Background: an optimization exercise with open tools, aiming at a short achievable clock period and few clock cycles. Do not read the settings as production practice.
In this exercise RTL edits were held to simulation tests only and were not proved equivalent to the original.

## flow/design.v

```verilog
`timescale 1ns/100ps
module Program_Counter(
    input  logic clk,
    input  logic rst,
    input  logic rst_pc,
	input  logic sel_pc_r,
	input  logic [31:0] jump_addr_,
    output logic [31:0] pc
);
    logic [31:0] pc_next;
	logic [31:0] pc4;
    assign pc4 = pc + 4;
	always_comb begin		
		case (sel_pc_r)
			1'b0 : pc_next = pc4;
			1'b1 : pc_next = jump_addr_;
		endcase
	end
    always_ff @(posedge clk or posedge rst) begin
        if (rst)
            pc <= 32'd0;
		  else if (rst_pc) 
				pc <= 32'b0;
        else
            pc <= pc_next;
    end
endmodule
module IF_ID(
    input  logic        clk,
    input  logic        rst,
    input  logic        flush_IFID_r,
    input  logic [31:0] inst,
    input  logic [31:0] pc,
    output logic [31:0] inst_r,
    output logic [31:0] pc_r
);
    logic rst_or_flush_IFID;
    assign rst_or_flush_IFID = rst | flush_IFID_r;
    always_ff @(posedge clk) begin
        if (rst_or_flush_IFID) begin
            inst_r <= 32'h13;
            pc_r   <= 32'd0;
        end else begin
            inst_r <= inst;
            pc_r   <= pc;
        end
    end
endmodule
module INST_DEC(
    input  logic [31:0] inst_r,
    output logic [6:0]  opcode_,
    output logic [2:0]  funct3_,
    output logic [6:0]  funct7_,
    output logic [4:0]  addr_rd_,
    output logic [4:0]  addr_rs1_,
    output logic [4:0]  addr_rs2_,
    output logic [31:0] imm_
);
	logic [31:0] IMM_I;
	logic [31:0] IMM_B;
	logic [31:0] IMM_JAL;
	logic [31:0] IMM_LUI_AUIPC;
	logic [31:0] IMM_S;
    assign opcode_   = inst_r[6:0];
	assign funct3_   = inst_r[14:12];
    assign addr_rd_  = inst_r[11:7];
    assign addr_rs1_ = inst_r[19:15];
    assign addr_rs2_ = inst_r[24:20];
    assign funct7_   = inst_r[31:25];
	assign IMM_I 		 = {{20{inst_r[31]}}, inst_r[31:20]};
    assign IMM_B 		 = {{20{inst_r[31]}}, inst_r[7], inst_r[30:25], inst_r[11:8], 1'b0};
	assign IMM_JAL		 = {{12{inst_r[31]}}, inst_r[19:12], inst_r[20], inst_r[30:21], 1'b0}; 
	assign IMM_LUI_AUIPC = {inst_r[31:12], 12'b0};
	assign IMM_S         = {{20{inst_r[31]}}, inst_r[31:25], inst_r[11:7]};
	 always_comb begin
		 case (opcode_)
		 	 7'b0010011    :imm_ = IMM_I;
			 7'b1100011    :imm_ = IMM_B;
			 7'b1101111  :imm_ = IMM_JAL;
			 7'b1100111 :imm_ = IMM_I;
			 7'b0110111  :imm_ = IMM_LUI_AUIPC;
			 7'b0010111:imm_ = IMM_LUI_AUIPC;
			 7'b0000011    :imm_ = IMM_I;
			 7'b0100011    :imm_ = IMM_S;
			 default      :imm_ = IMM_I;
		 endcase
	 end
endmodule
module CONTROLLER(
    input  logic clk,
    input  logic rst,
    input  logic [6:0] opcode_,
    input  logic [2:0] funct3_,
    input  logic [6:0] funct7_,
	input  logic [31:0] rs1_value_,
    input  logic [31:0] rs2_value_,
    output logic flush_IFID_,
    output logic flush_IDEX_,
	output logic write_read_,
	output logic sel_pc_,
    output logic rst_pc_,
	output logic [1:0] sel_rd_value_,
    output logic write_regf_en,
	output logic [1:0] sel_alu_b_,
	output logic sel_jump_,
	output logic sel_alu_a_,
    output logic [3:0] op
);
	logic BEQ_FLAG;
	logic BNE_FLAG;
	logic BLT_FLAG;
	logic BGE_FLAG;
	logic BLTU_FLAG;
	logic BGEU_FLAG;
	assign BEQ_FLAG  = (rs1_value_ ==  rs2_value_);
	assign BNE_FLAG  = (rs1_value_ !=  rs2_value_);
	assign BLT_FLAG  = ($signed(rs1_value_) <   $signed(rs2_value_));
	assign BGE_FLAG  = ($signed(rs1_value_) >=  $signed(rs2_value_));
	assign BLTU_FLAG = (rs1_value_ <   rs2_value_);
	assign BGEU_FLAG = (rs1_value_ >=  rs2_value_);
    typedef enum logic [1:0] {S0, S1, S2} FSM_STATE;
    FSM_STATE ps, ns;
    always_ff @(posedge clk or posedge rst)
        if (rst) ps <= S0;
        else     ps <= ns;
    always_comb begin
		sel_alu_a_ = 0;
		sel_jump_ = 0;
        rst_pc_ = 0;
        flush_IFID_ = 0;
        flush_IDEX_ = 0;
		sel_pc_ = 0;
        write_regf_en = 0;
		sel_alu_b_ = 0;
		sel_rd_value_ = 0;
		write_read_ = 0;
        ns = ps;
        op = 4'h5;
        case (ps)
            S0: begin
                flush_IFID_ = 1;
                flush_IDEX_ = 1;
                rst_pc_ = 1;
				sel_pc_ = 1;
                ns = S1;
            end
            S1: begin
                flush_IFID_ = 1;
                flush_IDEX_ = 1;
                rst_pc_ = 1;
				sel_pc_ = 1;
                ns = S2;
            end
            S2: begin
                case (opcode_ )
					7'b0010011 : 
					begin
						write_regf_en = 1;
						case (funct3_)
							3'b000  : op = 4'h0;
							3'b010  : op = 4'h8;
							3'b011 : op = 4'h7;
							3'b111  : op = 4'h2;
							3'b110   : op = 4'h3;
							3'b100  : op = 4'h4;
							3'b001  : op = 4'h9;
							3'b101: begin
									case(funct7_)
										7'b0000000 : op = 4'hA;
										7'b0100000 : op = 4'hB;
									endcase
                            end
                            default : op = 4'h5;
						endcase
					end
					7'b0110011 :
					begin
						write_regf_en = 1;
						sel_alu_b_ = 1;
						case (funct7_)
							7'b0000000 : begin
								case(funct3_)
									3'b000 : op = 4'h0;
									3'b001 : op = 4'h9;
									3'b010 : op = 4'h8;
									3'b011 : op = 4'h7;
									3'b100 : op = 4'h4;
									3'b101 : op = 4'hA;
									3'b110 : op = 4'h3;
									3'b111 : op = 4'h2;
								endcase
							end
							7'b0100000 : begin
								case(funct3_)
									3'b000 : op = 4'h1;
									3'b101 : op = 4'hB;
								endcase
							end
							7'b0000001: begin
								case(funct3_)
								3'b000:begin
									write_regf_en = 1;
									sel_rd_value_ = 2;
								end
								3'b011:begin
									write_regf_en = 1;
									sel_rd_value_ = 2;
								end
								3'b010:begin
									write_regf_en = 1;
									sel_rd_value_ = 2;
								end
								3'b001:begin
									write_regf_en = 1;
									sel_rd_value_ = 2;
								end
								3'b100:begin
									write_regf_en = 1;
									sel_rd_value_ = 3;
								end
								3'b101:begin
									write_regf_en = 1;
									sel_rd_value_ = 3;
								end
								3'b110:begin
									write_regf_en = 1;
									sel_rd_value_ = 3;
								end
								3'b111:begin
									write_regf_en = 1;
									sel_rd_value_ = 3;
								end
								endcase
							end
						endcase
					end
					7'b1100011: 
					begin
						sel_jump_  =  1;
						case (funct3_)
							3'b000: begin
								if (BEQ_FLAG) begin  
									sel_pc_     = 1;
									flush_IFID_ = 1;
									flush_IDEX_ = 1;
								end
							end
							3'b001: begin
								if (BNE_FLAG) begin  
									sel_pc_     = 1;
									flush_IFID_ = 1;
									flush_IDEX_ = 1;
								end
							end
							3'b100: begin
								if (BLT_FLAG) begin   
									sel_pc_     = 1;
									flush_IFID_ = 1;
									flush_IDEX_ = 1;
								end
							end
							3'b101: begin
								if (BGE_FLAG) begin   
									sel_pc_     = 1;
									flush_IFID_ = 1;	
									flush_IDEX_ = 1;
								end
							end
							3'b110: begin
								if (BLTU_FLAG) begin  
									sel_pc_     = 1;
									flush_IFID_ = 1;
									flush_IDEX_ = 1;
								end
							end
							3'b111: begin
								if (BGEU_FLAG) begin   
									sel_pc_     = 1;
									flush_IFID_ = 1;
									flush_IDEX_ = 1;
								end
							end
						endcase
					end
					7'b1101111: 
					begin
						sel_pc_       = 1;
						flush_IFID_   = 1;
						flush_IDEX_   = 1;
						sel_alu_a_    = 1;
						sel_alu_b_    = 2'b10;
						sel_jump_     = 1;
						write_regf_en = 1;
						op = 4'h0;
					end
					7'b1100111: 
					begin
						sel_pc_       = 1;
						flush_IFID_   = 1;
						flush_IDEX_   = 1;
						sel_alu_a_    = 1;
						sel_alu_b_    = 2'b10;
						sel_jump_     = 0;
						write_regf_en = 1;
						op = 4'h0;
					end
					7'b0110111: 
					begin
						sel_alu_b_    = 0;
						write_regf_en = 1;
						op = 4'hC;
					end
					7'b0010111: 
					begin
						sel_alu_a_    = 1;
						sel_alu_b_    = 0;
						write_regf_en = 1;
						op = 4'h0;
					end
					7'b0000011: begin
						op = 4'h0;
						sel_rd_value_ = 1;
						write_regf_en = 1;
					end
					7'b0100011: begin
						op = 4'h0;
						write_read_ = 1;
					end
				endcase
			end
		endcase
	end
endmodule
module ID_EX(
    input  logic        clk,
    input  logic        rst,
	input  logic [2:0]  funct3_,
    input  logic        flush_IDEX_,
	input  logic        flush_IFID_,
	input  logic        sel_pc_,
    input  logic        write_regf_en,
	input  logic		sel_jump_,
	input  logic        sel_alu_a_,
	input  logic [1:0]  sel_rd_value_,
	input  logic        write_read_,
	input  logic [1:0]  sel_alu_b_,
	input  logic [31:0] pc_r,
    input  logic [31:0] imm,
    input  logic [31:0] rs1_value_,
    input  logic [31:0] rs2_value_,
    input  logic [4:0]  addr_rd,
	input  logic [3:0]  op,
	output logic [3:0]  op_r,
	output logic [31:0] pc_rr,
    output logic [31:0] imm_r,
    output logic [31:0] rs1_value_r,
    output logic [31:0] rs2_value_r,
	output logic [2:0]  funct3_r,
    output logic [4:0]  addr_rd_r,
    output logic        write_regf_en_r,
	output logic [1:0]  sel_rd_value_r,
	output logic		sel_alu_a_r,
	output logic		write_read_r,
	output logic [1:0]  sel_alu_b_r,
	output logic 		sel_jump_r,
	output logic        flush_IDEX_r,
	output logic        flush_IFID_r,
	output logic        sel_pc_r,
	output logic [31:0] jump_addr_
);
    logic rst_or_flush_IDEX;
	logic [31:0] base_addr_;
	logic [31:0] j_addr_;
    assign rst_or_flush_IDEX = rst | flush_IDEX_r;
	always_comb begin
		case (sel_jump_r)
			1'b0 : base_addr_ = rs1_value_r;
			1'b1 : base_addr_ = pc_rr;
		endcase
	end
	assign j_addr_ = base_addr_ + imm_r;
	assign jump_addr_ = {j_addr_[31:1],(j_addr_[0] & sel_jump_r)};
    always_ff @(posedge clk) begin
        if (rst_or_flush_IDEX) begin
            imm_r           <= 32'd0;
            rs1_value_r     <= 32'd0;
            rs2_value_r     <= 32'd0;
            addr_rd_r       <= 5'd0;
            write_regf_en_r <= 1'b0;
			op_r            <= 4'b0;
			sel_jump_r		<= 1'b0;
			sel_alu_a_r     <= 1'b0;
			sel_alu_b_r     <= 2'b0;
			flush_IDEX_r    <= 1'b0;
			flush_IFID_r    <= 1'b0;
			sel_pc_r        <= 1'b0;
			pc_rr           <= 32'd0;
			funct3_r        <= 3'b0;
			sel_rd_value_r  <= 2'b00;
			write_read_r    <= 1'b0;
        end else begin
            imm_r           <= imm;
            rs1_value_r     <= rs1_value_;
            rs2_value_r     <= rs2_value_;
            addr_rd_r       <= addr_rd;
            write_regf_en_r <= write_regf_en;
			op_r            <= op;
			sel_jump_r		<= sel_jump_;
			sel_alu_a_r		<= sel_alu_a_;
			sel_alu_b_r     <= sel_alu_b_;
			flush_IDEX_r    <= flush_IDEX_;
			flush_IFID_r    <= flush_IFID_;
			sel_pc_r        <= sel_pc_;  
			pc_rr           <= pc_r;
			funct3_r        <= funct3_;
			sel_rd_value_r  <= sel_rd_value_;
			write_read_r    <= write_read_;	
        end
    end
endmodule
module ALU(
	input  logic [3:0]  op_r,       
	input  logic [31:0] imm_r,
	input  logic [31:0] pc_rr,
	input  logic [31:0] rs1_value_r,
	input  logic [31:0] rs2_value_r,
	input  logic        sel_alu_a_r,
	input  logic [1:0]  sel_alu_b_r,
    output logic [31:0] alu_out   
);
	logic [31:0] alu_a;
	logic [31:0] alu_b;
	always_comb begin
		case (sel_alu_b_r)
			2'b0 : alu_b = imm_r;
			2'b1 : alu_b = rs2_value_r;
			2'b10: alu_b = 4;
			default: alu_b = imm_r;
		endcase
	end
	always_comb begin
		case (sel_alu_a_r)
			1'b0 : alu_a = rs1_value_r;
			1'b1 : alu_a = pc_rr;
		endcase
	end
	always_comb begin
        case (op_r)
            4'h0    : alu_out = alu_a + alu_b;                          
            4'h1    : alu_out = $signed(alu_a) - $signed(alu_b);        
            4'h2    : alu_out = alu_a & alu_b;
            4'h3     : alu_out = alu_a | alu_b;
            4'h4    : alu_out = alu_a ^ alu_b;
            4'h5      : alu_out = alu_a;
            4'h6: alu_out = alu_a + 4;
            4'h7    : alu_out = alu_a < alu_b;                          
            4'h8     : alu_out = $signed(alu_a) < $signed(alu_b);        
            4'h9    : alu_out = alu_a << alu_b[4:0];                    
            4'hA    : alu_out = alu_a >> alu_b[4:0];                    
            4'hB    : alu_out = $signed(alu_a) >>> alu_b[4:0];          
            4'hC      : alu_out = alu_b;
            default       : alu_out = alu_a;                                  
        endcase
    end
endmodule
module RAM(
    input  logic        clk,
    input  logic        write_read,
    input  logic [7:0]  rs2_value_r,
    input  logic [6:0] ram_addr,
    output logic [7:0] read_data
);
    logic [7:0] ram[0:127];
	assign read_data = ram[ram_addr];
	always_ff @(posedge clk)begin
		if (write_read)begin
			ram[ram_addr] <= rs2_value_r;
		end
	end
endmodule
module LSU(
    input  logic        clk,
	input  logic [31:0] alu_out,
	input  logic [2:0]  funct3_r,
	input  logic        write_read_r,
	input  logic [31:0] rs1_value_r,
    input  logic [31:0] rs2_value_r,
	input  logic [1:0]	sel_rd_value_r,
    output logic [31:0] rd_value_
);
	logic [31:0] ram_addr;
	logic [31:0] ram_addr_p1;
	logic [31:0] ram_addr_p2;
	logic [31:0] ram_addr_p3;
	logic [31:0] ram_addr_0;
	logic [31:0] ram_addr_1;
	logic [31:0] ram_addr_2;
	logic [31:0] ram_addr_3;
    assign ram_addr = alu_out;
	assign ram_addr_p1 = ram_addr + 1;
	assign ram_addr_p2 = ram_addr + 2;
	assign ram_addr_p3 = ram_addr + 3;
	always_comb begin
		case (ram_addr[1:0])
			2'b00: begin
				ram_addr_0 = ram_addr[31:2];
				ram_addr_1 = ram_addr_p1[31:2];
				ram_addr_2 = ram_addr_p2[31:2];
				ram_addr_3 = ram_addr_p3[31:2];
			end
			2'b01: begin
				ram_addr_0 = ram_addr_p3[31:2];
				ram_addr_1 = ram_addr[31:2];
				ram_addr_2 = ram_addr_p1[31:2];
				ram_addr_3 = ram_addr_p2[31:2];
			end
			2'b10: begin
				ram_addr_0 = ram_addr_p2[31:2];
				ram_addr_1 = ram_addr_p3[31:2];
				ram_addr_2 = ram_addr[31:2];
				ram_addr_3 = ram_addr_p1[31:2];
			end
			2'b11: begin
				ram_addr_0 = ram_addr_p1[31:2];
				ram_addr_1 = ram_addr_p2[31:2];
				ram_addr_2 = ram_addr_p3[31:2];
				ram_addr_3 = ram_addr[31:2];
			end
		endcase
	end
	logic write_0;   
	logic write_1;
	logic write_2;
	logic write_3;
	always_comb begin
		write_0 = 0;
		write_1 = 0;
		write_2 = 0;
		write_3 = 0;
		case (funct3_r)
			3'b000: begin
				case (ram_addr[1:0])
					2'b00 : write_0 = 1;
					2'b01 : write_1 = 1;
					2'b10 : write_2 = 1;
					2'b11 : write_3 = 1;
				endcase
			end
			3'b001: begin
				case (ram_addr[1:0])
					2'b00 : begin
						write_0 = 1;
						write_1 = 1;
					end
					2'b01 : begin 
						write_1 = 1;
						write_2 = 1;
					end
					2'b10 : begin
						write_2 = 1;
						write_3 = 1;
					end
					2'b11 : begin
						write_3 = 1;
						write_0 = 1;
					end
				endcase
			end
			3'b010: begin
				write_0 = 1;
				write_1 = 1;
				write_2 = 1;
				write_3 = 1;
			end
		endcase
	end
	logic write_ram_0;
	logic write_ram_1;
	logic write_ram_2;
	logic write_ram_3;
	assign write_ram_0 = write_0 & write_read_r;
	assign write_ram_1 = write_1 & write_read_r;
	assign write_ram_2 = write_2 & write_read_r;
	assign write_ram_3 = write_3 & write_read_r;
	logic [7:0] write_data_0;
	logic [7:0] write_data_1;
	logic [7:0] write_data_2;
	logic [7:0] write_data_3;
	always_comb begin
		case (ram_addr[1:0])
			2'b00: begin
				write_data_0 = rs2_value_r[7:0];
				write_data_1 = rs2_value_r[15:8];
				write_data_2 = rs2_value_r[23:16];
				write_data_3 = rs2_value_r[31:24];
			end
			2'b01: begin
				write_data_0 = rs2_value_r[31:24];
				write_data_1 = rs2_value_r[7:0];
				write_data_2 = rs2_value_r[15:8];
				write_data_3 = rs2_value_r[23:16];
			end
			2'b10: begin
				write_data_0 = rs2_value_r[23:16];
				write_data_1 = rs2_value_r[31:24];
				write_data_2 = rs2_value_r[7:0];
				write_data_3 = rs2_value_r[15:8];
			end
			2'b11: begin
				write_data_0 = rs2_value_r[15:8];
				write_data_1 = rs2_value_r[23:16];
				write_data_2 = rs2_value_r[31:24];
				write_data_3 = rs2_value_r[7:0];
			end
		endcase
	end
	logic [7:0] read_data_0;
	logic [7:0] read_data_1;
	logic [7:0] read_data_2;
	logic [7:0] read_data_3;
	RAM ram_0(
			.clk        (clk),
			.write_read (write_ram_0),
			.rs2_value_r (write_data_0),
			.ram_addr	(ram_addr_0),
			.read_data  (read_data_0)
	);
	RAM ram_1(
			.clk        (clk),
			.write_read (write_ram_1),
			.rs2_value_r (write_data_1),
			.ram_addr	(ram_addr_1),
			.read_data  (read_data_1)
	);
	RAM ram_2(
			.clk        (clk),
			.write_read (write_ram_2),
			.rs2_value_r (write_data_2),
			.ram_addr	(ram_addr_2),
			.read_data  (read_data_2)
	);
	RAM ram_3(
			.clk        (clk),
			.write_read (write_ram_3),
			.rs2_value_r (write_data_3),
			.ram_addr	(ram_addr_3),
			.read_data  (read_data_3)
	);
	logic [31:0] read_data;
	always_comb begin
		case (funct3_r)
			3'b000: begin
				case(ram_addr[1:0])
					2'b00: read_data = {{24{read_data_0[7]}}, read_data_0};
					2'b01: read_data = {{24{read_data_1[7]}}, read_data_1};
					2'b10: read_data = {{24{read_data_2[7]}}, read_data_2};
					2'b11: read_data = {{24{read_data_3[7]}}, read_data_3};
				endcase
			end
			3'b001: begin
				case(ram_addr[1:0])
					2'b00: read_data = {{16{read_data_1[7]}}, read_data_1, read_data_0};
					2'b01: read_data = {{16{read_data_2[7]}}, read_data_2, read_data_1};
					2'b10: read_data = {{16{read_data_3[7]}}, read_data_3, read_data_2};
					2'b11: read_data = {{16{read_data_0[7]}}, read_data_0, read_data_3};
				endcase
			end
			3'b010: begin
				case(ram_addr[1:0])
					2'b00: read_data = {read_data_3, read_data_2, read_data_1, read_data_0};
					2'b01: read_data = {read_data_0, read_data_3, read_data_2, read_data_1};
					2'b10: read_data = {read_data_1, read_data_0, read_data_3, read_data_2};
					2'b11: read_data = {read_data_2, read_data_1, read_data_0, read_data_3};
				endcase
			end
			3'b100: begin
				case(ram_addr[1:0])
					2'b00: read_data = {24'h0, read_data_0};
					2'b01: read_data = {24'h0, read_data_1};
					2'b10: read_data = {24'h0, read_data_2};
					2'b11: read_data = {24'h0, read_data_3};
				endcase
			end
			3'b101: begin
				case(ram_addr[1:0])
					2'b00: read_data = {16'h0, read_data_1, read_data_0};
					2'b01: read_data = {16'h0, read_data_2, read_data_1};
					2'b10: read_data = {16'h0, read_data_3, read_data_2};
					2'b11: read_data = {16'h0, read_data_0, read_data_3};
				endcase
			end
			default: read_data = 32'h0;
		endcase	
	end
	logic [31:0] rs1_value_twos_comp;
	logic [31:0] rs2_value_twos_comp;
	logic [31:0] abs_rs1_value;
	logic [31:0] abs_rs2_value;
	logic [63:0] product;
	logic [63:0] product_twos_comp;
	logic sel_abs_rs1_value;
	logic sel_abs_rs2_value;
	logic sign;
	logic [31:0] mul_out;
	assign sign = rs1_value_r[31] ^ rs2_value_r[31];
	assign rs1_value_twos_comp = ~rs1_value_r + 1;
	assign rs2_value_twos_comp = ~rs2_value_r + 1;
	assign abs_rs1_value = sel_abs_rs1_value ? rs1_value_twos_comp : rs1_value_r;
	assign abs_rs2_value = sel_abs_rs2_value ? rs2_value_twos_comp : rs2_value_r;
	assign product = abs_rs1_value * abs_rs2_value;
	assign product_twos_comp = ~product + 1;
	always_comb begin
		case(funct3_r)
			3'b000:begin
				sel_abs_rs1_value = rs1_value_r[31];
				sel_abs_rs2_value = rs2_value_r[31];
				mul_out = sign ? product_twos_comp[31:0] : product[31:0];
			end
			3'b001:begin
				sel_abs_rs1_value = rs1_value_r[31];
				sel_abs_rs2_value = rs2_value_r[31];
				mul_out = sign ? product_twos_comp[63:32] : product[63:32];
			end
			3'b010:begin
				sel_abs_rs1_value = rs1_value_r[31];
				sel_abs_rs2_value = 0;
				mul_out = rs1_value_r[31] ? product_twos_comp[63:32] : product[63:32];
			end
			3'b011:begin
				sel_abs_rs1_value = 0;
				sel_abs_rs2_value = 0;
				mul_out = product[63:32];
			end
			default:begin
				sel_abs_rs1_value = 0;
				sel_abs_rs2_value = 0;
				mul_out = product[31:0];
			end
		endcase
	end
	logic [31:0] div_out;
	logic div_by_zero;
	logic div_overflow;
	assign div_by_zero  = (rs2_value_r == 32'h0);
	assign div_overflow = (rs1_value_r == 32'h80000000) && (rs2_value_r == 32'hFFFFFFFF);
	logic [31:0] quo_s, quo_u, rem_s, rem_u;
	assign quo_s = $signed(rs1_value_r) / $signed(rs2_value_r);
	assign quo_u = rs1_value_r / rs2_value_r;
	assign rem_s = $signed(rs1_value_r) % $signed(rs2_value_r);
	assign rem_u = rs1_value_r % rs2_value_r;
	always_comb begin
		case(funct3_r)
			3'b100  :  div_out = div_by_zero ? 32'hFFFFFFFF : div_overflow ? 32'h80000000 : quo_s;
			3'b101 :  div_out = div_by_zero ? 32'hFFFFFFFF : quo_u;
			3'b110  :  div_out = div_by_zero ? rs1_value_r  : div_overflow ? 32'h0 : rem_s;
			3'b111 :  div_out = div_by_zero ? rs1_value_r  : rem_u;
			default :  div_out = 32'h0;
		endcase
	end
	always_comb begin
		case (sel_rd_value_r)
			2'b00 : rd_value_ = alu_out;
			2'b01 : rd_value_ = read_data;
			2'b10 : rd_value_ = mul_out;
			2'b11 : rd_value_ = div_out;
		endcase
	end
endmodule
module REG_FILE(
    input  logic        clk,
    input  logic        rst,
    input  logic        write_regf_en_r,
    input  logic [4:0]  addr_rd_r,
    input  logic [4:0]  addr_rs1,
    input  logic [4:0]  addr_rs2,
    input  logic [31:0] rd_value_,
    output logic [31:0] rs1_value_,
    output logic [31:0] rs2_value_,
	output logic [31:0] regs_31
);
    logic [31:0] regs[0:31];
    logic addr_rd_not_0;
	logic [31:0] rs1_value;
	logic [31:0] rs2_value;
	logic sel_rs1_value_,sel_rs2_value_;
    integer i;
    assign addr_rd_not_0 = |addr_rd_r;
    assign rs1_value = regs[addr_rs1];
    assign rs2_value = regs[addr_rs2];
	assign regs_31 = regs[31];
	assign sel_rs1_value_ = write_regf_en_r & addr_rd_not_0 & (addr_rd_r == addr_rs1);
	assign sel_rs2_value_ = write_regf_en_r & addr_rd_not_0 & (addr_rd_r == addr_rs2);
	assign rs1_value_ = sel_rs1_value_ ? rd_value_ : rs1_value;
	assign rs2_value_ = sel_rs2_value_ ? rd_value_ : rs2_value;
    always_ff @(posedge clk) begin
        if (rst)
            for (i = 0; i < 32; i++) regs[i] <= 0;
        else if (write_regf_en_r && addr_rd_not_0)
            regs[addr_rd_r] <= rd_value_;
    end
endmodule
module Top(
	 input logic clk,
	 input logic rst,
	 output logic [31:0] imem_addr,
	 input  logic [31:0] imem_rdata,
	 output logic [31:0] regs_31
);
    logic rst_pc_;
    logic flush_IFID_, flush_IDEX_,sel_pc_,sel_pc_r,flush_IDEX_r,flush_IFID_r;
    logic [31:0] pc, inst, inst_r, pc_r,pc_rr;
    logic [6:0]  opcode_, funct7_;
    logic [2:0]  funct3_,funct3_r;
    logic [4:0]  addr_rd_, addr_rs1_, addr_rs2_, addr_rd_r;
    logic [31:0] imm_, imm_r,alu_a,alu_b,alu_out,jump_addr_;
    logic [31:0] rs1_value_, rs2_value_, rd_value_, rs1_value_r, rs2_value_r;
    logic        write_regf_en, write_regf_en_r,sel_jump_,sel_jump_r,sel_alu_a_,sel_alu_a_r;
	logic [1:0]  sel_alu_b_,sel_alu_b_r,sel_rd_value_,sel_rd_value_r;
	logic [3:0]  op,op_r;
	logic        write_read_,write_read_r;
	logic [31:0] ram_addr;
    Program_Counter u_pc (
        .clk    	(clk),
        .rst   	    (rst),
        .rst_pc 	(rst_pc_),
        .pc     	(pc),
		.jump_addr_ (jump_addr_),
		.sel_pc_r   (sel_pc_r)
    );
    assign imem_addr = pc;
    assign inst      = imem_rdata;
    IF_ID u_ifid (
        .clk        (clk),
        .rst        (rst),
        .flush_IFID_r(flush_IFID_r),
        .inst       (inst),
        .pc         (pc),
        .inst_r     (inst_r),
        .pc_r       (pc_r)
    );
    INST_DEC u_dec (
        .inst_r     (inst_r),
        .opcode_    (opcode_),
        .funct3_    (funct3_),
        .funct7_    (funct7_),
        .addr_rd_   (addr_rd_),
        .addr_rs1_  (addr_rs1_),
        .addr_rs2_  (addr_rs2_),
        .imm_       (imm_)
    );
    CONTROLLER u_ctrl (
        .clk            (clk),
        .rst            (rst),
        .opcode_        (opcode_),
        .flush_IFID_    (flush_IFID_),
        .flush_IDEX_    (flush_IDEX_),
        .rst_pc_        (rst_pc_),
        .write_regf_en  (write_regf_en),
		.funct3_    	(funct3_),
        .funct7_   	    (funct7_),
		.rs1_value_     (rs1_value_),
        .rs2_value_     (rs2_value_),
		.op             (op),
		.sel_jump_      (sel_jump_),
		.sel_alu_a_     (sel_alu_a_),
		.sel_alu_b_     (sel_alu_b_),
		.sel_pc_        (sel_pc_),
		.sel_rd_value_  (sel_rd_value_),
		.write_read_    (write_read_)
    );
    REG_FILE u_reg (
        .clk            (clk),
        .rst            (rst),
		.write_regf_en_r(write_regf_en_r),
        .addr_rd_r      (addr_rd_r),
        .addr_rs1       (addr_rs1_),
        .addr_rs2       (addr_rs2_),
        .rd_value_      (rd_value_),
        .rs1_value_     (rs1_value_),
        .rs2_value_     (rs2_value_),
		.regs_31        (regs_31) 
    );
    ID_EX u_idex (
        .clk            (clk),
        .rst            (rst),
        .flush_IDEX_    (flush_IDEX_),
		.flush_IFID_    (flush_IFID_),
		.flush_IDEX_r	(flush_IDEX_r),
		.flush_IFID_r	(flush_IFID_r),
		.sel_pc_		(sel_pc_),
		.sel_pc_r		(sel_pc_r),
        .write_regf_en  (write_regf_en),
        .imm            (imm_),
        .rs1_value_     (rs1_value_),
        .rs2_value_     (rs2_value_),
        .addr_rd        (addr_rd_),
        .imm_r          (imm_r),
        .rs1_value_r    (rs1_value_r),
        .rs2_value_r    (rs2_value_r),
        .addr_rd_r      (addr_rd_r),
        .write_regf_en_r(write_regf_en_r),
		.op             (op),
		.op_r           (op_r),
		.sel_jump_		(sel_jump_),
		.sel_jump_r		(sel_jump_r),
		.sel_alu_a_		(sel_alu_a_),
		.sel_alu_a_r	(sel_alu_a_r),
		.sel_alu_b_     (sel_alu_b_),
	    .sel_alu_b_r    (sel_alu_b_r),
		.pc_r           (pc_r),
		.pc_rr          (pc_rr),
		.jump_addr_     (jump_addr_),
		.funct3_        (funct3_),
		.funct3_r		(funct3_r),
		.sel_rd_value_  (sel_rd_value_),
		.sel_rd_value_r (sel_rd_value_r),
		.write_read_    (write_read_),
		.write_read_r   (write_read_r)
    );
	 ALU u_alu (
			.rs1_value_r    (rs1_value_r),
			.rs2_value_r    (rs2_value_r),
			.imm_r          (imm_r),
			.alu_out		(alu_out),
			.op_r           (op_r),
			.sel_alu_a_r	(sel_alu_a_r),
			.sel_alu_b_r    (sel_alu_b_r),
			.pc_rr			(pc_rr)
	 );
	LSU u_lsu (
			.clk            (clk),
			.funct3_r       (funct3_r),
			.rs1_value_r    (rs1_value_r),
			.rs2_value_r    (rs2_value_r), 
			.write_read_r   (write_read_r),
			.alu_out	    (alu_out),
			.sel_rd_value_r (sel_rd_value_r),
			.rd_value_      (rd_value_)
	);
endmodule
```

## flow/run.sh

```bash
#!/bin/bash
# synth_recipe.tcl (not shown) runs the flow's synth.tcl, then flattens the netlist and writes it again
# the make line also repeats each setting of config.mk as NAME=value (left out here)
make -C /OpenROAD-flow-scripts/flow DESIGN_CONFIG=/design/flow/config.mk WORK_HOME=/design/flow/orfs CLKGATE_MAP_FILE= SYNTH_SCRIPT=/design/flow/synth_recipe.tcl finish
```

## flow/config.mk

```make
export PLATFORM = sky130hd
export DESIGN_NAME = Top
export DESIGN_NICKNAME = Top
export VERILOG_FILES = /design/flow/design.v
export SDC_FILE = /design/flow/constraint.sdc
export NUM_CORES = 8
export LEC_CHECK = 0
export CAP_MARGIN = 20
export CORE_MARGIN = 2
export CORE_UTILIZATION = 40
export SLEW_MARGIN = 20
```

## flow/constraint.sdc

```tcl
create_clock -name core_clock -period 115.0 [get_ports {clk}]
set_input_delay 23.0000 -clock core_clock [delete_from_list [all_inputs] [get_ports {clk}]]
set_output_delay 23.0000 -clock core_clock [all_outputs]
set_load 0.01 [all_outputs]
```

==> summary.txt <==
[cell type report]
type / instances / share of cell area, %
diodes: 138 / 0.0908
flip-flops and latches: 5372 / 41.8
multi-input cells: 23300 / 45.4
inverters: 1500 / 1.48
repair buffers: 1234 / 2.58
clock inverters: 286 / 0.893
clock buffers: 729 / 3.99
well taps: 11500 / 3.77
[flip-flops by register name, summed over array words and instances, names as in the netlist, 2 cells and up, named ones only]
name	count
u_ifid.inst_r	32
u_idex.rs2_value_r	32
u_ifid.pc_r	32
u_ctrl.ps	2
u_lsu.ram_3.ram	1024
u_idex.sel_alu_b_r	2
u_idex.pc_rr	32
u_idex.sel_rd_value_r	2
u_lsu.ram_2.ram	1024
u_pc.pc	32
u_reg.regs	1024
u_lsu.ram_1.ram	1024
u_lsu.ram_0.ram	1024
u_idex.op_r	4
u_idex.rs1_value_r	32
u_idex.imm_r	32
u_idex.funct3_r	3
u_idex.addr_rd_r	5
[cells in the final DEF, fill, tap and decap left out, types with 612 or more instances in the layout]
| master | synthesis | routed |
|---|---|---|
| sky130_fd_sc_hd__nand2_1 | 3821 | 3759 |
| sky130_fd_sc_hd__edfxtp_1 | 5120 | 5120 |
| sky130_fd_sc_hd__fa_1 | 901 | 901 |
| sky130_fd_sc_hd__nor2_1 | 3491 | 3471 |
| sky130_fd_sc_hd__ha_1 | 1510 | 1505 |
| sky130_fd_sc_hd__buf_4 | 120 | 1105 |
| sky130_fd_sc_hd__mux4_2 | 670 | 670 |
| sky130_fd_sc_hd__nor3_1 | 634 | 612 |
| sky130_fd_sc_hd__xnor2_1 | 714 | 621 |
| sky130_fd_sc_hd__nand3_1 | 889 | 857 |
| sky130_fd_sc_hd__inv_1 | 1475 | 1463 |
| sky130_fd_sc_hd__a21oi_1 | 1632 | 1614 |
| sky130_fd_sc_hd__o21ai_0 | 1154 | 1136 |
[cell families (layout without fill, tap and decap cells)]
group,count (synthesis),after routing,synth area share [%]
AND/OR/NAND/NOR,11000,11000,14.4
buffers and inverters,3506,3749,4.23
AO/OA/AOI/OAI,7279,7279,14.4
other,1,170,0.00109
adder cells (fa/ha/maj),2411,2411,10.8
multiplexers,1517,1517,6.99
XOR/XNOR,1079,1079,2.76
flip-flops,5372,5372,46.4
[per-layer routing]
metal  track usage (%)  share of wire, %  vias up  wire (um)
met5             0.154             0.048        -        751
met4              16.6               5.9       67      92400
met3              9.33                11     3456     178000
met2              52.8                44    17800     680000
met1              46.5                39   143000     611000
li1                  -                 -   119000          -
[through the flow]
step	utilization [%]	hold WS, ns	instance area (sq um)	setup slack, ns
floorplan	-	0.406	343000	29.94
global placement	42.2	0.409	361000	11.83
detailed placement	42.2	0.411	361000	11.97
CTS	44.4	0.417	380000	11.55
global route	44.4	0.441	380000	4.12
finish	44.4	0.408	380000	9.96
[worst max-delay path, delay by kind of cell (launching register included)]
kind | cells | cell delay (ns)
compound gates | 176 | 52.54
fa+ha+maj | 33 | 10.75
buf+inv | 35 | 9.47
flops | 1 | 0.29
mux | 5 | 1.57
simple gates | 108 | 29.94
[synth_stat cells (125+ instances only)]
master                     number  area [sq um]
sky130_fd_sc_hd__a211oi_1     500          3750
sky130_fd_sc_hd__a21o_1       456          3420
sky130_fd_sc_hd__a21oi_1     1632          8170
sky130_fd_sc_hd__a31oi_1      381          2380
sky130_fd_sc_hd__and2_1       283          1770
sky130_fd_sc_hd__and3_1       362          2260
sky130_fd_sc_hd__buf_1        190           713
sky130_fd_sc_hd__buf_2        479          2400
sky130_fd_sc_hd__clkbuf_1    1179          4430
sky130_fd_sc_hd__dfxtp_1      218          4360
sky130_fd_sc_hd__edfxtp_1    5120        154000
sky130_fd_sc_hd__fa_1         901         18000
sky130_fd_sc_hd__ha_1        1510         18900
sky130_fd_sc_hd__inv_1       1475          5540
sky130_fd_sc_hd__mux2_2       259          2920
sky130_fd_sc_hd__mux2i_1      579          5800
sky130_fd_sc_hd__mux4_2       670         15100
sky130_fd_sc_hd__nand2_1     3821         14300
sky130_fd_sc_hd__nand2b_1     170          1060
sky130_fd_sc_hd__nand3_1      889          4450
sky130_fd_sc_hd__nand4_1      199          1240
sky130_fd_sc_hd__nor2_1      3491         13100
sky130_fd_sc_hd__nor2b_1      246          1540
sky130_fd_sc_hd__nor3_1       634          3170
sky130_fd_sc_hd__nor4_1       166          1040
sky130_fd_sc_hd__o211ai_1     229          1720
sky130_fd_sc_hd__o21a_1       319          2390
sky130_fd_sc_hd__o21ai_0     1154          5780
sky130_fd_sc_hd__o21bai_1     132           991
sky130_fd_sc_hd__o221ai_1     183          1600
sky130_fd_sc_hd__o22ai_1      454          2840
sky130_fd_sc_hd__o31ai_1      174          1310
sky130_fd_sc_hd__or2_2        125           782
sky130_fd_sc_hd__or3_1        238          1490
sky130_fd_sc_hd__xnor2_1      714          6250
sky130_fd_sc_hd__xor2_1       365          3200
[how the worst max path moves through the flow]
| stage | start | end | slack (ns) | cells after the start |
|---|---|---|---|---|
| floorplan | u_idex.rs2_value_r[0]$_SDFF_PP0_ | u_idex.sel_pc_r$_SDFF_PP0_ | 29.94 | 385 |
| global placement | u_idex.rs1_value_r[8]$_SDFF_PP0_ | u_idex.sel_pc_r$_SDFF_PP0_ | 11.83 | 348 |
| detailed placement | u_idex.rs2_value_r[1]$_SDFF_PP0_ | u_idex.sel_pc_r$_SDFF_PP0_ | 11.97 | 354 |
| CTS | u_idex.rs2_value_r[1]$_SDFF_PP0_ | u_idex.sel_pc_r$_SDFF_PP0_ | 11.55 | 354 |
| global route | u_idex.rs2_value_r[1]$_SDFF_PP0_ | u_idex.sel_pc_r$_SDFF_PP0_ | 4.12 | 369 |
| finish | u_idex.rs2_value_r[1]$_SDFF_PP0_ | u_idex.sel_pc_r$_SDFF_PP0_ | 9.96 | 357 |
==> impl_metrics.sql <==
INSERT INTO impl_metrics (metric_group, metric, value, unit) VALUES
('placement', 'detailed_place_hpwl', '1110', 'mm'),
('clock_network', 'cts_max_path_buffers', '4', ''),
('hold_path', 'min-delay-path-class', 'reg -> reg', ''),
('timing', 'setup_viol', '0', ''),
('logic_synthesis', 'flops_latches_synth', '5372', ''),
('clock_network', 'cts-htree-levels', '6', ''),
('routing', 'dr.first_iter.drc_count', '40400', ''),
('clock_network', 'path_clk_slew', '0.07', 'ns'),
('setup_path', 'worst-endpoint-required', '116.06', 'ns'),
('clock_network', 'cts-resized-gates', '0', ''),
('logic_synthesis', 'async_flop_share', '0.633', '%'),
('timing', 'layout_min_cycle_time', '105.04', 'ns'),
('timing', 'setup_tns', '0', 'ns'),
('logic_synthesis', 'ys_seq_area_share', '46.4', '%'),
('global_routing', 'global_route_wire_length_before_repair', '2150', 'mm'),
('floorplanning', 'floorplan.rows', '340', ''),
('timing', 'worst_pin_slew', '1.42', 'ns'),
('setup_path', 'r2r.worst_path.cells', '357', ''),
('logic_synthesis', 'ys_warn_count', '13', ''),
('hold_path', 'min_delay_path_depth', '1', ''),
('setup_path', 'reg2reg_setup_slack', '9.96', 'ns'),
('finish', 'fillerInstances', '79600', ''),
('clock_network', 'cts_tree', 'built', ''),
('placement', 'globalplace.congestion', '1.07', ''),
('clock_network', 'cts_hold_buffers', '0', ''),
('finish', 'multi_input_area', '172000', 'sq um'),
('routing', 'postRouteWirelength', '1560', 'mm'),
('outcome', 'run_status', 'no timing/DRC/antenna violations', ''),
('timing', 'clock.fmax', '9.52', 'MHz'),
('logic_synthesis', 'synth-edff-count', '5120', ''),
('clock_network', 'post-cts-setup-buffer-count', '0', ''),
('routing', 'first_pass_iteration_count_of_the_detailed_router', '13', ''),
('routing', 'post_drt_via_cell_ratio', '6.45', ''),
('logic_synthesis', 'post_synth_instance_area', '343000', 'sq um'),
('hold_path', 'hold_path_startpoint', 'u_ifid.pc_r[30]$_SDFF_PP0_', ''),
('logic_synthesis', 'netlist_instances', '32200', ''),
('timing', 'clock_skew', '0.180', 'ns'),
('setup_path', 'slowest_stage', 'sky130_fd_sc_hd__a211oi_1', ''),
('floorplanning', 'core', '855000', 'sq um'),
('finish', 'final_cells', '44000', ''),
('global_routing', 'overflow', '0', ''),
('setup_path', 'critical-path-max-stage-delay', '0.93', 'ns'),
('routing', 'drc_errors', '0', ''),
('placement', 'io_buffers', '97', ''),
('floorplanning', 'initial_utilization', '40.1', '%'),
('finish', 'synthToLayoutAreaGrowth', '10.9', '%'),
('global_routing', 'maximum_number_of_pins_on_one_net_before_global_route_repair', '129', ''),
('setup_path', 'setup.worst_path.end_class', 'register', ''),
('timing', 'rsz0062_at_grt', 'no', ''),
('floorplanning', 'die_height', '930', 'um'),
('routing', 'drt.antenna.violating_nets', '0', ''),
('clock_network', 'clock_sinks', '5372', ''),
('timing', 'drv_slew', '0', ''),
('floorplanning', 'die-width', '930', 'um'),
('timing', 'final_hold_violation_count', '0', ''),
('hold_path', 'hold_end', 'u_idex.pc_rr[30]$_SDFF_PP0_', ''),
('floorplanning', 'boundaryPins', '98', ''),
('finish', 'ff_latch_area', '159000', 'sq um'),
('job', 'max_cap_viol_count', '0', ''),
('setup_path', 'worst-endpoint-arrival', '106.10', 'ns'),
('placement', 'dpl.cell_count', '42900', ''),
('routing', 'routedWlPerCell', '35.5', 'um'),
('global_routing', 'gr-usage-all-layers', '34.8', '%'),
('timing', 'final.period_utilization', '91.3', '%'),
('setup_path', 'criticalPathCategory', 'reg -> reg', ''),
('clock_network', 'cts_inserted_buffers', '579', ''),
('floorplanning', 'die-area', '864000', 'sq um'),
('setup_path', 'critical_path.most_common_cell', 'sky130_fd_sc_hd__ha_1', '');
Testbench counts, summed over its fixed seeds: cycles 150,160.

## separate check: timing with driven ports
The results above use ideal ports. As a check the final layout listed here was re-extracted and re-timed, cells and wires unchanged.
Step 1 assumes that a clkbuf_16 drives the clock port and a buf_2 every other input.
Step 2 moves the port delays by t, midway between the first and last clock arrival at a register: inputs arrive t later, outputs are due t later. That takes back most of the time a late clock gives input paths.
Slacks: ideal / step 1 / step 2; pairs: ideal / step 1.
t, ns: 1.320
setup slack, ns: 9.960 / 9.960 / 9.960
pins driven straight from the clock port: 1
After both steps setup and hold are still met in this run. The setup slack of this run moves by 0.000 ns with the drivers and by 0.000 ns with both steps.
